Context: an optimization exercise on an open-source flow, tuned for small area. The choices shown serve that exercise and are no tape-out recipe.
Only simulation tests tie the RTL to the original design; equivalence was not proved.
No activity file was given, so power comes from the tool's default toggle rates.

`flow/config.mk`:
```
export PLATFORM = sky130hd
export DESIGN_NAME = rtcclock
export DESIGN_NICKNAME = rtcclock
export VERILOG_FILES = /design/flow/design.v
export SDC_FILE = /design/flow/constraint.sdc
export NUM_CORES = 4
export LEC_CHECK = 0
export CAP_MARGIN = 20
export CORE_MARGIN = 2
export CORE_UTILIZATION = 40
export SLEW_MARGIN = 20
```
`flow/constraint.sdc`:
```
create_clock -name core_clock -period 10.0 [get_ports {i_clk}]
set_input_delay 2.0000 -clock core_clock [delete_from_list [all_inputs] [get_ports {i_clk}]]
set_output_delay 2.0000 -clock core_clock [all_outputs]
set_load 0.01 [all_outputs]
```
`flow/design.v`:
```
`default_nettype none
module	hexmap(
		input	wire		i_clk,
		input	wire	[3:0]	i_hex,
		output	reg	[7:1]	o_map
	);
	always @(posedge i_clk)
		case(i_hex)
		4'h0:	o_map <= { 7'b1111110 };
		4'h1:	o_map <= { 7'b0110000 };
		4'h2:	o_map <= { 7'b1101101 };
		4'h3:	o_map <= { 7'b1111001 };
		4'h4:	o_map <= { 7'b0110011 };
		4'h5:	o_map <= { 7'b1011011 };
		4'h6:	o_map <= { 7'b1011111 };
		4'h7:	o_map <= { 7'b1110000 };
		4'h8:	o_map <= { 7'b1111111 };
		4'h9:	o_map <= { 7'b1111011 };
		4'ha:	o_map <= { 7'b1110111 };
		4'hb:	o_map <= { 7'b0011111 };  
		4'hc:	o_map <= { 7'b1001110 };
		4'hd:	o_map <= { 7'b0111101 };  
		4'he:	o_map <= { 7'b1001111 };
		4'hf:	o_map <= { 7'b1000111 };
		endcase
endmodule
`default_nettype	none
module	rtcbare #(
		parameter [0:0]	OPT_PREVALIDATED_INPUT = 1'b0
	) (	
		input	wire		i_clk, i_reset,
		input	wire		i_pps, i_wr,
		input	wire	[21:0]	i_data,
		input	wire	[2:0]	i_valid,
		output	wire	[21:0]	o_data,  
		output	wire		o_ppd
	);
	reg	[21:0]	bcd_clock, next_clock;
	reg	[5:0]	carry;
	reg		pre_ppd;
	reg	[2:0]	pre_valid;
	reg	[21:0]	pre_bcd_clock;
	reg	[2:0]	suppressed, suppress_count;
	always @(posedge i_clk)
	if (i_reset)
		pre_ppd <= 1'b0;
	else
		pre_ppd <= (bcd_clock == 22'h23_59_59);
	always @(posedge i_clk)
	if (i_reset)
	begin
		next_clock <= 22'h00_00_01;
		carry <= 0;
	end else begin
		carry[0] <= (bcd_clock[ 3: 0] >=  4'h9);
		carry[1] <= (bcd_clock[ 7: 4] >=  4'h5)&&( carry[  0]);
		carry[2] <= (bcd_clock[11: 8] >=  4'h9)&&(&carry[1:0]);
		carry[3] <= (bcd_clock[15:12] >=  4'h5)&&(&carry[2:0]);
		carry[4] <= (bcd_clock[19:16] >=  4'h9)&&(&carry[3:0]);
		carry[5] <= (bcd_clock[21:16] >= 6'h23)&&(&carry[3:0]);
		if (carry[0])
			next_clock[3:0] <= 4'h0;
		else
			next_clock[3:0] <= bcd_clock[3:0] + 4'h1;
		if (carry[1])
			next_clock[7:4] <= 4'h0;
		else if (carry[0])
			next_clock[7:4] <= bcd_clock[7:4] + 4'h1;
		else
			next_clock[7:4] <= bcd_clock[7:4];
		if (carry[2])
			next_clock[11:8] <= 4'h0;
		else if (carry[1])
			next_clock[11:8] <= bcd_clock[11:8] + 4'h1;
		else
			next_clock[11:8] <= bcd_clock[11:8];
		if (carry[3])
			next_clock[15:12] <= 4'h0;
		else if (carry[2])
			next_clock[15:12] <= bcd_clock[15:12] + 4'h1;
		else
			next_clock[15:12] <= bcd_clock[15:12];
		if ((carry[4])||(carry[5]))
			next_clock[19:16] <= 4'h0;
		else if (carry[3])
			next_clock[19:16] <= bcd_clock[19:16] + 4'h1;
		else
			next_clock[19:16] <= bcd_clock[19:16];
		if (carry[5])
			next_clock[21:20] <= 2'h0;
		else if (carry[4])
			next_clock[21:20] <= bcd_clock[21:20] + 2'h1;
		else
			next_clock[21:20] <= bcd_clock[21:20];
	end
	generate if (OPT_PREVALIDATED_INPUT)
	begin : NO_VALIDATION_REQUIRED
		always @(*)
		if (i_wr)
			pre_valid = i_valid;
		else
			pre_valid = 0;
		always @(*)
			pre_bcd_clock = i_data;
	end else begin : VALIDATE_INPUT_BCD
		always @(posedge i_clk)
		if (i_reset)
			pre_valid <= 0;
		else if (i_wr)
		begin
			pre_valid[0] <= (i_valid[0])&&(i_data[7:0] <= 8'h59)
					&&(i_data[3:0] <= 4'h9);
			pre_valid[1] <= (i_valid[1])&&(i_data[15:8] <= 8'h59)
					&&(i_data[11:8] <= 4'h9);
			pre_valid[2] <= (i_valid[2])&&(i_data[21:16] <= 6'h23)
					&&(i_data[19:16] <= 4'h9);
		end else
			pre_valid <= 0;
		always @(posedge i_clk)
			pre_bcd_clock <= i_data;
	end endgenerate
	always @(posedge i_clk)
	if (i_reset)
	begin
		suppressed <= 3'h7;
		suppress_count <= 3'h5;
	end else if (|pre_valid)
	begin
		suppressed[0] <= (suppressed[0])||(pre_valid[  0]!=1'b0);
		suppressed[1] <= (suppressed[1])||(pre_valid[1:0]!=2'b00);
		suppressed[2] <= (suppressed[2])||(pre_valid[2:0]!=3'b000);
		suppress_count <= 3'h5;
	end else if (suppress_count > 0)
		suppress_count <= suppress_count - 1;
	else
		suppressed <= 0;
	always @(posedge i_clk)
	if (i_reset)
		bcd_clock <= 0;
	else begin
		if (i_pps)
		begin
			if (!suppressed[0])
				bcd_clock[7:0] <= next_clock[7:0];
			if (!suppressed[1])
				bcd_clock[15:8] <= next_clock[15:8];
			if (!suppressed[2])
				bcd_clock[21:16] <= next_clock[21:16];
		end
		if (pre_valid[0])
			bcd_clock[7:0] <= pre_bcd_clock[7:0];
		if (pre_valid[1])
			bcd_clock[15:8] <= pre_bcd_clock[15:8];
		if (pre_valid[2])
			bcd_clock[21:16] <= pre_bcd_clock[21:16];
	end
	assign	o_data = bcd_clock;
	assign	o_ppd  = (pre_ppd)&&(i_pps);
endmodule
`default_nettype	none
module	rtctimer #(
		parameter		LGSUBCK = 2
	) (
		input	wire		i_clk, i_reset,
		input	wire		i_sub_ck,
		input	wire		i_wr,
		input	wire	[24:0]	i_data,
		input	wire	[2:0]	i_valid,
		input	wire		i_zero,
		output	wire	[31:0]	o_data,
		output	wire		o_interrupt
	);
	reg	[23:0]	bcd_timer;
	reg	[23:0]	next_timer;
	reg	[4:0]	tmr_carry, pre_tmr_carry;
	reg		last_tick;
	reg	tm_pre_pps, tm_int, tm_running, tm_alarm;
	wire	tm_stopped, tm_pps;
	reg	[(LGSUBCK-1):0]		tm_sub;
	always @(posedge i_clk)
	begin
		pre_tmr_carry[0] <= (bcd_timer[ 3: 0]== 4'h0);
		pre_tmr_carry[1] <= (bcd_timer[ 6: 4]== 3'h0); 
		pre_tmr_carry[2] <= (bcd_timer[11: 8]== 4'h0); 
		pre_tmr_carry[3] <= (bcd_timer[14:12]== 3'h0); 
		pre_tmr_carry[4] <= (bcd_timer[19:16]== 4'h0); 
		tmr_carry[0] <= pre_tmr_carry[0];
		tmr_carry[1] <= (&pre_tmr_carry[1:0]);
		tmr_carry[2] <= (&pre_tmr_carry[2:0]);
		tmr_carry[3] <= (&pre_tmr_carry[3:0]);
		tmr_carry[4] <= (&pre_tmr_carry[4:0]);
		last_tick <= (bcd_timer[23:1] == 0);
		next_timer <= 24'h00;
		if (tmr_carry[0])
			next_timer[3:0] <= 4'h9;
		else
			next_timer[ 3: 0] <= (bcd_timer[ 3: 0]-4'h1);
		if (tmr_carry[1])
			next_timer[6:4] <= 3'h5;
		else if (tmr_carry[0])
			next_timer[ 6: 4] <= (bcd_timer[ 6: 4]-3'h1);
		else
			next_timer[6:4] <= bcd_timer[6:4];
		if (tmr_carry[2])
			next_timer[11:8] <= 4'h9;
		else if (tmr_carry[1])
			next_timer[11:8] <= bcd_timer[11:8]-4'h1;
		else
			next_timer[11:8] <= bcd_timer[11:8];
		if (tmr_carry[3])
			next_timer[14:12] <= 3'h5;
		else if (tmr_carry[2])
			next_timer[14:12] <= (bcd_timer[14:12]-3'h1);
		else
			next_timer[14:12] <= bcd_timer[14:12];
		if (tmr_carry[4])
			next_timer[19:16] <= 4'h9;
		else if (tmr_carry[3])
			next_timer[19:16] <= bcd_timer[19:16]-4'h1;
		else
			next_timer[19:16] <= bcd_timer[19:16];
		if (tmr_carry[4])
			next_timer[23:20] <= (bcd_timer[23:20]-4'h1);
		else
			next_timer[23:20] <= bcd_timer[23:20];
	end
	assign	tm_stopped = !tm_running;
	always @(posedge i_clk)
	if ((i_reset)||((i_wr)&&(!tm_running)&&(&i_valid)&&(!i_zero)))
		tm_sub <= 0;
	else if ((i_sub_ck)&&(tm_running))
		tm_sub <= tm_sub + 1;
	always @(posedge i_clk)
	if ((i_reset)||((i_wr)&&(!tm_running)))
		tm_pre_pps <= 0;
	else if ((i_sub_ck)&&(tm_running))
		tm_pre_pps <= (&tm_sub[LGSUBCK-1:1])&&(!tm_sub[0]);
	else
		tm_pre_pps <= (&tm_sub);
	assign	tm_pps = (tm_pre_pps)&&(i_sub_ck);
	always @(posedge i_clk)
	if (i_reset)
	begin
		tm_alarm   <= 0;
		bcd_timer      <= 0;
		tm_running <= 0;
		tm_int     <= 0;
	end else begin
		if ((tm_pps)&&(tm_running))
			bcd_timer <= next_timer;
		if ((tm_running)&&(tm_pps))
		begin
			bcd_timer <= next_timer;
			if (last_tick)
				tm_alarm <= 1'b1;
		end
		bcd_timer[ 7] <= 1'b0;
		bcd_timer[15] <= 1'b0;
		tm_int <= (tm_running)&&(tm_pps)&&(!tm_alarm)&&(last_tick);
		if ((tm_pps)&&(last_tick))  
			tm_running <= 1'b0;
		else if (i_wr)
		begin
			if (tm_running)
				tm_running <= i_data[24];
			else if ((i_zero)&&(bcd_timer != 0))
				tm_running <= i_data[24];
			else
				tm_running <= (!i_zero)&&(&i_valid);
		end
		if ((i_wr)&&(tm_stopped))  
		begin
			if ((&i_valid)&&(!i_zero))
				bcd_timer[23:0] <= i_data[23:0];
			tm_alarm <= 1'b0;
		end
	end
	assign	o_interrupt = tm_int;
	assign	o_data = { 6'h00, tm_alarm, tm_running, bcd_timer };
	/*verilator lint_off UNUSED*/
	/*verilator lint_on UNUSED*/
endmodule
`default_nettype	none
module	rtcalarm #(
		parameter [0:0]		OPT_PREVALIDATED_INPUT = 1'b0,
		parameter [21:0]	OPT_INITIAL_ALARM_TIME = 0,
		parameter [0:0]		OPT_START_ENABLED = 0,
		parameter [0:0]		OPT_FIXED_ALARM_TIME = 0
	) (
		input	wire		i_clk, i_reset,
		input	wire	[21:0]	i_now,
		input	wire		i_wr,
		input	wire		i_clear, i_enable,
		input	wire	[21:0]	i_alarm_time,
		input	wire	[2:0]	i_valid,
		output	wire	[31:0]	o_data,
		output	wire		o_alarm
	);
	reg	[2:0]	pre_valid;
	reg	[21:0]	validated_alarm_time;
	reg	[21:0]		alarm_time, past_time;
	reg			enabled,	 
				tripped;	 
	always @(posedge i_clk)
	if (i_reset)
		enabled <= OPT_START_ENABLED;
	else if (i_wr)
		enabled <= i_enable;
	always @(posedge i_clk)
		past_time <= i_now;
	always @(posedge i_clk)
	if (i_reset)
		tripped <= 1'b0;
	else if ((enabled)&&(i_now == alarm_time)&&(i_now != past_time))
		tripped <= 1'b1;
	else if ((i_wr)&&(i_clear))
		tripped <= 1'b0;
	generate if (OPT_PREVALIDATED_INPUT)
	begin : INPUT_IS_VALID
		always @(*)
			pre_valid = ((!OPT_FIXED_ALARM_TIME)&&(i_wr))
					? i_valid : 0;
		always @(*)
			validated_alarm_time = i_valid;
	end else begin : CHECK_INPUT_VALIDITY
		always @(posedge i_clk)
		if ((i_reset)||(!i_wr)||(OPT_FIXED_ALARM_TIME))
			pre_valid <= 0;
		else begin
			pre_valid[0] <= (i_valid[0])
					&&(i_alarm_time[7:0] <= 8'h59)
					&&(i_alarm_time[3:0] <= 4'h9);
			pre_valid[1] <= (i_valid[1])
					&&(i_alarm_time[15:8] <= 8'h59)
					&&(i_alarm_time[11:8] <= 4'h9);
			pre_valid[2] <= (i_valid[2])
					&&(i_alarm_time[21:16] <= 6'h23)
					&&(i_alarm_time[19:16] <= 4'h9);
		end
		always @(posedge i_clk)
			validated_alarm_time <= i_alarm_time;
	end endgenerate
	always @(posedge i_clk)
	if (i_reset)
		alarm_time <= OPT_INITIAL_ALARM_TIME;
	else if (!OPT_FIXED_ALARM_TIME) begin
		if (pre_valid[0])  
			alarm_time[7:0]   <= validated_alarm_time[7:0];
		if (pre_valid[1])  
			alarm_time[15:8]  <= validated_alarm_time[15:8];
		if (pre_valid[2])  
			alarm_time[21:16] <= validated_alarm_time[21:16];
	end
	assign	o_data  = { 6'h0, tripped, enabled, 2'b00, alarm_time };
	assign	o_alarm = tripped;
	/*verilator lint_off UNUSED*/
	/*verilator lint_on UNUSED*/
endmodule
`default_nettype	none
module	rtcclock #(
		parameter	DEFAULT_SPEED = 32'd2814750,  
		parameter [0:0]	OPT_TIMER     = 1'b1,
				OPT_STOPWATCH = 1'b0,
				OPT_ALARM     = 1'b1
	) (
		input	wire		i_clk, i_reset,
		input	wire		i_wb_cyc, i_wb_stb, i_wb_we,
		input	wire	[2:0]	i_wb_addr,
		input	wire	[31:0]	i_wb_data,
		input	wire	[3:0]	i_wb_sel,
		output	reg	[31:0]	o_data,  
		output	reg	[31:0]	o_sseg,
		output	wire	[15:0]	o_led,
		output	wire		o_interrupt,
					o_ppd,
		input	wire		i_hack
	);
	reg	[31:0]	ckspeed;
	reg	[1:0]	clock_display;
	wire	[31:0]	timer_data, alarm_data;
	wire	[30:0]	stopwatch_data;
	wire	[21:0]	clock_data;
	wire		sp_sel;
	reg		ck_wr, tm_wr, al_wr;
	wire		tm_int, al_int;
	reg	[25:0]	wr_data;
	reg	[2:0]	wr_valid;
	reg		wr_zero;
	reg		ck_carry;
	reg	[39:0]	ck_counter;
	wire		ck_pps, ck_ppd;
	reg		ck_prepps, ck_ppm;
	reg	[7:0]	ck_sub;
	reg [21:0]	ck_last_clock;
	wire		sw_running;
	reg		r_hack_carry;
	reg	[29:0]	hack_time;
	reg	[39:0]	hack_counter;
	wire		tm_alarm;
	reg	[15:0]	h_sseg;
	reg	[3:1]	dmask;
	wire	[31:0]	w_sseg;
	wire		al_tripped;
	reg	[17:0]	ledreg;
	assign	sp_sel = ((i_wb_stb)&&(i_wb_addr[2:0]==3'b100));
	always @(posedge i_clk)
	if (i_reset)
	begin
		ck_wr <= 1'b0;
		tm_wr <= 1'b0;
		al_wr <= 1'b0;
	end else begin
		ck_wr <= ((i_wb_stb)&&(i_wb_addr==3'b000)&&(i_wb_we));
		tm_wr <= ((i_wb_stb)&&(i_wb_addr==3'b001)&&(i_wb_we));
		al_wr <= ((i_wb_stb)&&(i_wb_addr==3'b011)&&(i_wb_we));
	end
	always @(posedge i_clk)
	begin
		wr_data     <= i_wb_data[25:0];
		wr_valid[0] <= (i_wb_sel[0])&&(i_wb_data[3:0] <= 4'h9)
				&&(i_wb_data[7:4] <= 4'h5);
		wr_valid[1] <= (i_wb_sel[1])&&(i_wb_data[11:8] <= 4'h9)
				&&(i_wb_data[15:12] <= 4'h5);
		wr_valid[2] <= (i_wb_sel[2])&&(i_wb_data[19:16] <= 4'h9)
				&&(i_wb_data[21:16] <= 6'h23);
		wr_zero <= (i_wb_data[23:0] == 0);
	end
	always @(posedge i_clk)
	if (i_reset)
		clock_display <= 2'b00;
	else if((i_wb_stb)&&(i_wb_addr==3'b000)&&(i_wb_we)&&(i_wb_sel[3]))
		clock_display <= i_wb_data[25:24];
	always @(posedge i_clk)
	if (i_reset)
		{ ck_carry, ck_counter } <= 41'h0;
	else
		{ ck_carry, ck_counter } <= ck_counter + { 8'h00, ckspeed };
	assign	ck_pps = (ck_carry)&&(ck_prepps);
	always @(posedge i_clk)
	begin
		if (i_reset)
			ck_sub <= 8'h0;
		else if (ck_carry)
			ck_sub <= ck_sub + 8'h1;
		ck_prepps <= (ck_sub == 8'hff);
	end
	rtcbare clock(i_clk, i_reset, ck_pps,
		ck_wr, wr_data[21:0], wr_valid, clock_data, ck_ppd);
	always @(posedge i_clk)
		ck_ppm <= (clock_data[14:8] == 7'h59);
	always @(posedge i_clk)
		ck_last_clock <= clock_data[21:0];
	generate if (OPT_TIMER)
	begin : TIMER
		rtctimer #(.LGSUBCK(8))
			timer(i_clk, i_reset, ck_carry, tm_wr, wr_data[24:0],
				wr_valid, wr_zero, timer_data, tm_int);
	end else begin : NOTIMER
		assign	tm_int = 0;
		assign	timer_data = 0;
		/*verilator lint_off UNUSED*/
		wire	timer_unused;
		assign	timer_unused = tm_wr;
		/*verilator lint_on UNUSED*/
	end endgenerate
	generate if (OPT_STOPWATCH)
	begin
		reg	[2:0]	sw_ctrl;
		always @(posedge i_clk)
		if (i_reset)
			sw_ctrl <= 0;
		else if (i_wb_stb && i_wb_we && i_wb_sel[0] && i_wb_addr == 3'b010)
			sw_ctrl <= { i_wb_data[1:0], !i_wb_data[0] };
		else
			sw_ctrl <= 0;
		rtcstopwatch rtcstop(i_clk, i_reset, ckspeed,
			sw_ctrl[2], sw_ctrl[1], sw_ctrl[0],
			stopwatch_data, sw_running);
	end else begin
		assign	stopwatch_data = 0;
		assign	sw_running = 0;
	end endgenerate
	generate if (OPT_ALARM)
	begin : ALARM
		rtcalarm alarm(i_clk, i_reset, clock_data[21:0],
				al_wr, wr_data[25], wr_data[24], wr_data[21:0],
					wr_valid[2:0],
				alarm_data, al_int);
	end else begin : NO_ALARM
		assign	alarm_data = 0;
		assign	al_int = 0;
	end endgenerate
	always @(posedge i_clk)
	if (i_reset)
		ckspeed <= DEFAULT_SPEED;
	else if ((sp_sel)&&(i_wb_we))
		ckspeed <= i_wb_data;
	always @(posedge i_clk)
	if (i_reset)
	begin
		hack_time    <= 30'h0000;
		hack_counter <= 40'h0000;
		r_hack_carry <= 1'b0;
	end else if (i_hack)
	begin
		hack_time <= { clock_data[21:0], ck_sub };
		hack_counter <= ck_counter;
		r_hack_carry <= ck_carry;
	end else if (r_hack_carry)
	begin  
		hack_time <= { clock_data[21:0], ck_sub };
		r_hack_carry <= 1'b0;
	end
	assign	tm_alarm = timer_data[25];
	always @(posedge i_clk)
	case(clock_display)
	2'h1: begin
		h_sseg <= timer_data[15:0];
		if (tm_alarm) dmask <= 3'h7;
		else begin
			dmask[3] <= (12'h000 != timer_data[23:12]);  
			dmask[2] <= (16'h000 != timer_data[23: 8]);  
			dmask[1] <= (20'h000 != timer_data[23: 4]);  
		end end
	2'h2: begin
		h_sseg <= stopwatch_data[19:4];
		dmask[3] <= (12'h00  != stopwatch_data[27:16]);
		dmask[2] <= (16'h000 != stopwatch_data[27:12]);
		dmask[1] <= 1'b1;  
		end
	2'h3: begin
		h_sseg <= ck_last_clock[15:0];
		dmask[3:1] <= 3'h7;
		end
	default: begin  
		h_sseg <= { 2'b00, ck_last_clock[21:8] };
		dmask[2:1] <= 2'b11;
		dmask[3] <= (2'b00 != ck_last_clock[21:20]);
		end
	endcase
	assign	w_sseg[ 0] =  (!ck_sub[7]);
	assign	w_sseg[ 8] =  (clock_display == 2'h2);
	assign	w_sseg[16] = ((clock_display == 2'h0)
				&&(!ck_sub[7]))||(clock_display == 2'h3);
	assign	w_sseg[24] = 1'b0;
	hexmap	ha(i_clk, h_sseg[ 3: 0], w_sseg[ 7: 1]);
	hexmap	hb(i_clk, h_sseg[ 7: 4], w_sseg[15: 9]);
	hexmap	hc(i_clk, h_sseg[11: 8], w_sseg[23:17]);
	hexmap	hd(i_clk, h_sseg[15:12], w_sseg[31:25]);
	assign	al_tripped = alarm_data[25];
	always @(posedge i_clk)
	if ((tm_alarm || al_tripped)&&(ck_sub[7]))
		o_sseg <= 32'h0000;
	else
		o_sseg <= {
			(dmask[3])?w_sseg[31:24]:8'h00,
			(dmask[2])?w_sseg[23:16]:8'h00,
			(dmask[1])?w_sseg[15: 8]:8'h00,
			w_sseg[ 7: 0] };
	always @(posedge i_clk)
	if (i_reset)
		ledreg <= 18'h00;
	else if ((ck_pps)&&(ck_ppm))
		ledreg <= 18'h00;
	else if (ck_carry)
		ledreg <= ledreg + 18'h11;
	assign	o_led = (tm_alarm||al_tripped)?{ (16){ck_sub[7]}}:
			{ ledreg[17:10],
			ledreg[10], ledreg[11], ledreg[12], ledreg[13],
			ledreg[14], ledreg[15], ledreg[16], ledreg[17] };
	assign	o_interrupt = tm_int || al_int;
	assign	o_ppd = (ck_ppd)&&(ck_pps);
	always @(posedge i_clk)
	case(i_wb_addr[2:0])
	3'b000: o_data <= { 6'h00, clock_display, 2'b00, clock_data[21:0] };
	3'b001: o_data <= timer_data;
	3'b010: o_data <= { sw_running, stopwatch_data };
	3'b011: o_data <= alarm_data;
	3'b100: o_data <= ckspeed;
	3'b101: o_data <= { 2'b00, hack_time };
	3'b110: o_data <= hack_counter[39:8];
	3'b111: o_data <= { hack_counter[7:0], 24'h00 };
	endcase
	/*verilator lint_off UNUSED*/
	wire	unused;
	assign	unused = i_wb_cyc;
	/*verilator lint_on UNUSED*/
endmodule
```
`flow/run.sh`:
```
#!/bin/bash
# synth_recipe.tcl (not shown) runs the flow's synth.tcl, then flattens the netlist and writes it again
# the make line also repeats each setting of config.mk as NAME=value (left out here)
make -C /OpenROAD-flow-scripts/flow DESIGN_CONFIG=/design/flow/config.mk WORK_HOME=/design/flow/orfs CLKGATE_MAP_FILE= SYNTH_SCRIPT=/design/flow/synth_recipe.tcl finish
```
==> run summary <==
-- area by class of cell --
type	instances	area, µm²	share of cell area
Multi-Input combinational cell	1617	10710	0.4193
Sequential cell	517	10350	0.4052
Clock buffer	80	1644	0.06436
Timing Repair Buffer	143	1365	0.05344
Tap cell	696	870.8	0.03409
Clock inverter	24	344.1	0.01347
Inverter	69	259.0	0.01014
-- metrics by stage --
stage          power [µW]  utilization
4_1_cts              4924       0.4727
3_3_place_gp         2716       0.4359
3_5_place_dp         2723       0.4359
6_report             4895       0.4728
5_1_grt              5072       0.4728
2_1_floorplan        2572            -
-- cell families after synthesis --
| group | count (synthesis) |
|---|---|
| simple gates | 805 |
| flops | 517 |
| compound gates | 403 |
| buf+inv | 227 |
| mux | 200 |
| xor+xnor | 116 |
| fa+ha+maj | 92 |
| other cells | 1 |
-- synth_stat cells (12+ instances only) --
cell type and n:
xor2_1 49, a21oi_1 164, clkbuf_1 121, dfxtp_1 517
nor2b_1 18, a221oi_1 19, nor2_1 267, nand3_1 41
nor4_1 20, a211oi_1 56, nor3b_1 14, mux2i_1 164
nand4_1 38, and3_1 46, a21o_1 12, ha_1 91
and2_1 23, or3_1 14, nand2_1 252, nand2b_1 14
o21ai_0 58, inv_1 69, mux2_2 24, xnor2_1 67
buf_1 20, nor3_1 40
-- worst reg2reg max path, stage by stage (launching register included) --
cell and delay [ns]:
dfxtp_1 0.36, ha_1 0.20, fa_1 0.25, a211oi_1 0.12, o21ai_1 0.31, nand3_1 0.29
a211oi_2 0.44, nor3_1 0.14, nand2b_1 0.17, a211oi_1 0.48
-- power by group through the flow --
| stage | clock network (µW) | logic [µW] | registers, µW |
|---|---|---|---|
| after floorplan | 0 | 359 | 2210 |
| after global placement | 0 | 482 | 2230 |
| after detailed placement | 0 | 488 | 2240 |
| after CTS | 2240 | 492 | 2190 |
| after global routing | 2330 | 545 | 2200 |
| final | 2210 | 497 | 2190 |
-- worst paths after layout --
check                           from                                           end  slack, ns  cells after the start
max reg2reg  ckspeed[0]$_SDFFE_PP0P_                           ck_carry$_SDFF_PP0_       7.09                      9
min reg2reg      wr_data[16]$_DFF_P_  ALARM.alarm.validated_alarm_time[16]$_DFF_P_       0.36                      0
min              wr_data[16]$_DFF_P_  ALARM.alarm.validated_alarm_time[16]$_DFF_P_       0.36                      0
max                          i_reset          clock.suppress_count[1]$_SDFFE_PP0N_       5.76                      5
-- flip-flops by register name, indices dropped and copies added, names as in the netlist, 22 cells and up --
signal,cells
ck_counter,40
hack_counter,40
ckspeed,32
o_data,32
o_sseg,31
hack_time,30
wr_data,26
TIMER.timer.bcd_timer,24
ALARM.alarm.alarm_time,22
ALARM.alarm.past_time,22
ALARM.alarm.validated_alarm_time,22
TIMER.timer.next_timer,22
clock.bcd_clock,22
clock.next_clock,22
-- layout by cell type (no fill, tap or decap), types with 5 or more instances in the layout --
cell / n
buf_4: 19
clkbuf_1: 11
nor2_1: 266
nor4_1: 20
ha_1: 91
a22oi_1: 5
mux4_2: 9
a21o_1: 12
o21bai_1: 9
nand2b_1: 14
nor3b_1: 14
a22o_1: 10
a21oi_1: 164
nor2b_1: 18
xor2_1: 49
mux2_2: 24
mux2i_1: 164
a221oi_1: 19
nand2_1: 252
inv_1: 69
a211oi_1: 56
a31oi_1: 8
clkdlybuf4s50_1: 119
clkbuf_8: 11
o21ai_0: 57
clkinv_2: 11
or3_1: 14
clkbuf_16: 58
nand4_1: 38
xnor2_1: 67
a222oi_1: 6
dfxtp_1: 517
and3_1: 46
nor3_1: 39
and2_1: 23
nand3_1: 41
bufinv_16: 8
-- layer usage --
metal,vias to the layer above,wire length (µm),share of wire,global-route usage
li1,8247,-,-,-
met1,8199,28320,0.44,0.2975
met2,599,28590,0.45,0.3529
met3,133,5024,0.078,0.05194
met4,2,2298,0.036,0.08466
met5,-,11,0.00017,0
==> reports/metrics.csv <==
stage,metric,value,unit
status,status,"complete, no violations",
cts,h-tree-depth,2,
floorplan,die_h,238.2,µm
critical_path,critPathCaptureType,register,
synth,yosys.area_share.simple,0.1691,
global_routing,grt_util_all_layers,0.2237,
synth,synth_top_area_share,0.4717,
synth,synth_area_leaders,"dfxtp_1 (47%), mux2i_1 (7.5%), ha_1 (5.2%), nor2_1 (4.6%), nand2_1 (4.3%)",
floorplan,die_x,238.2,µm
routing,firstDrtPassIters,7,
global_routing,first_global_vias,16610,
routing,ant_nets,0,
floorplan,design.core.area,54030,µm²
synth,synth.distinct_cells,87,
critical_path,worstPathRequired,10.50,ns
placement,postPlaceCellArea,23550,µm²
routing,num_vias,17180,
floorplan,fp-row-count,85,
timing,rsz0062_at_grt,false,
critical_path,crit_top_cell,buf_4,
synth,yosys_most_used_dff,dfxtp_1,
pwr,peakVddDrop,130.6,µV
synth,synth_fp_nets,2498,
synth,syn_area,21940,µm²
pwr,combPwrFrac,0.102,
routing,drtIter0Drc,1548,
cts,clockRootBuffer,clkbuf_16,
synth,synth_top_family_by_area,simple AND/OR/NAND/NOR gates,
cts,ctsResizeCount,0,
critical_path,path_buf_inv,3,
critical_path,crit_arrival,4.74,ns
routing,routed_wl,64.24,mm
timing,worst_pin_slew,1.072,ns
cts,cts.sinks,517,
placement,dp.cells,3042,
timing,setup_viol_count_final,0,
critical_path,crit_type,input port to register,
pwr,sequentialPowerShare,0.448,
global_routing,antenna_found_initial,3,
cells_and_area,n_fill_cell,5097,
cts,path_clk_slew,0.06,ns
synth,synth_edf_count,0,
timing,relSlewSlack,0.2836,
synth,ys_warn_count,5,
timing,hold_slack,0.3564,ns
synth,synth_adder_area_share,0.05281,
worst_hold_path,hp-class,register to register,
cts,ctsHoldBuffers,0,
timing,tns,0,ns
placement,hpwl,46.15,mm
global_routing,grt-ovfl-total,0,
synth,ys_ff_latch,517,
routing,post_drt_wl_per_cell,20.42,µm
timing,maxSlewViolCount,0,
critical_path,cp_slowest_cell,buf_4,
cts,post_cts_buffers,0,
synth,async_flop_share,0,
synth,synth_xor_area_frac,0.04630,
routing,avgViaCountPerCell,5.461,
timing,finalCriticalPeriod,4.236,ns
timing,fin_ws,5.764,ns
cells_and_area,drive_gt1_frac,0.07347,
synth,synthCells,2361,
pwr,p_sw_frac,0.2465,
pwr,leakagePower,0.009933,µW
routing,route.detailed.drc,0,
cells_and_area,stdcell_area,25540,µm²
critical_path,slowest_delay,0.81,ns
floorplan,start_util,0.4061,
critical_path,crit_family,buffers and inverters,
pwr,powerDensity,191.6,nW/µm²
placement,gp_congestion,0.8962,
global_routing,grt_max_degree,96,
synth,synth_compound_area_frac,0.1208,
timing,max_freq,0.2361,GHz
synth,synthMuxAreaShare,0.09826,
pwr,intPower,3688,µW
global_routing,grt_pass1_wl,98.12,mm
timing,period_share,0.4236,
timing,finalHoldViolCount,0,
floorplan,die_area,56740,µm²
synth,yosysTopAreaCell,dfxtp_1,
cells_and_area,diodes,0,
critical_path,worstSetupStartpointType,input port,
synth,syn_area_per_cell,9.293,µm²
synth,ys_seq_area_frac,0.4717,
critical_path,crit_chain,"buf_6, buf_4, buf_4, nor4_1, and2_1",
pwr,clockPowerShare,0.451,
timing,finalClockSkew,0.02162,ns
floorplan,pin_count,127,
placement,dp_slack,5.188,ns
flow_run,max-cap-violations,0,
critical_path,cp_max_fo,95,
cells_and_area,nNetsFinal,2541,
cts,tritoncts,built,
pwr,switching_power,1207,µW
cts,numCtsBuffers,56,
cts,cts_buffer_depth,3,
cells_and_area,synthToLayoutAreaGrowth,16.42,%
placement,port_buffers,124,
cells_and_area,layout.cells.non_filler,3146,
cts,clk_latency,0.61,ns

[re-timing with driven ports]
Ports are ideal in the flow. The routed layout listed here was re-timed in OpenROAD. Step 1 sets driving cells, clkbuf_16 on the clock port and buf_2 on the other inputs (assumed; they add their load-dependent delay and slew). Step 2 also shifts input and output timing later by t, the mid clock arrival at the registers, as if the neighbouring blocks saw the same clock. Three values: no drivers, after step 1, after step 2; two values: the first two.
shift t [ns]: 0.661
setup WS [ns]: 5.764 / 5.749 / 5.124
pins driven straight from the clock port: 1
After both steps this run still meets setup and hold. The setup slack of this run moves by -0.015 ns with the drivers and by -0.640 ns with both steps.
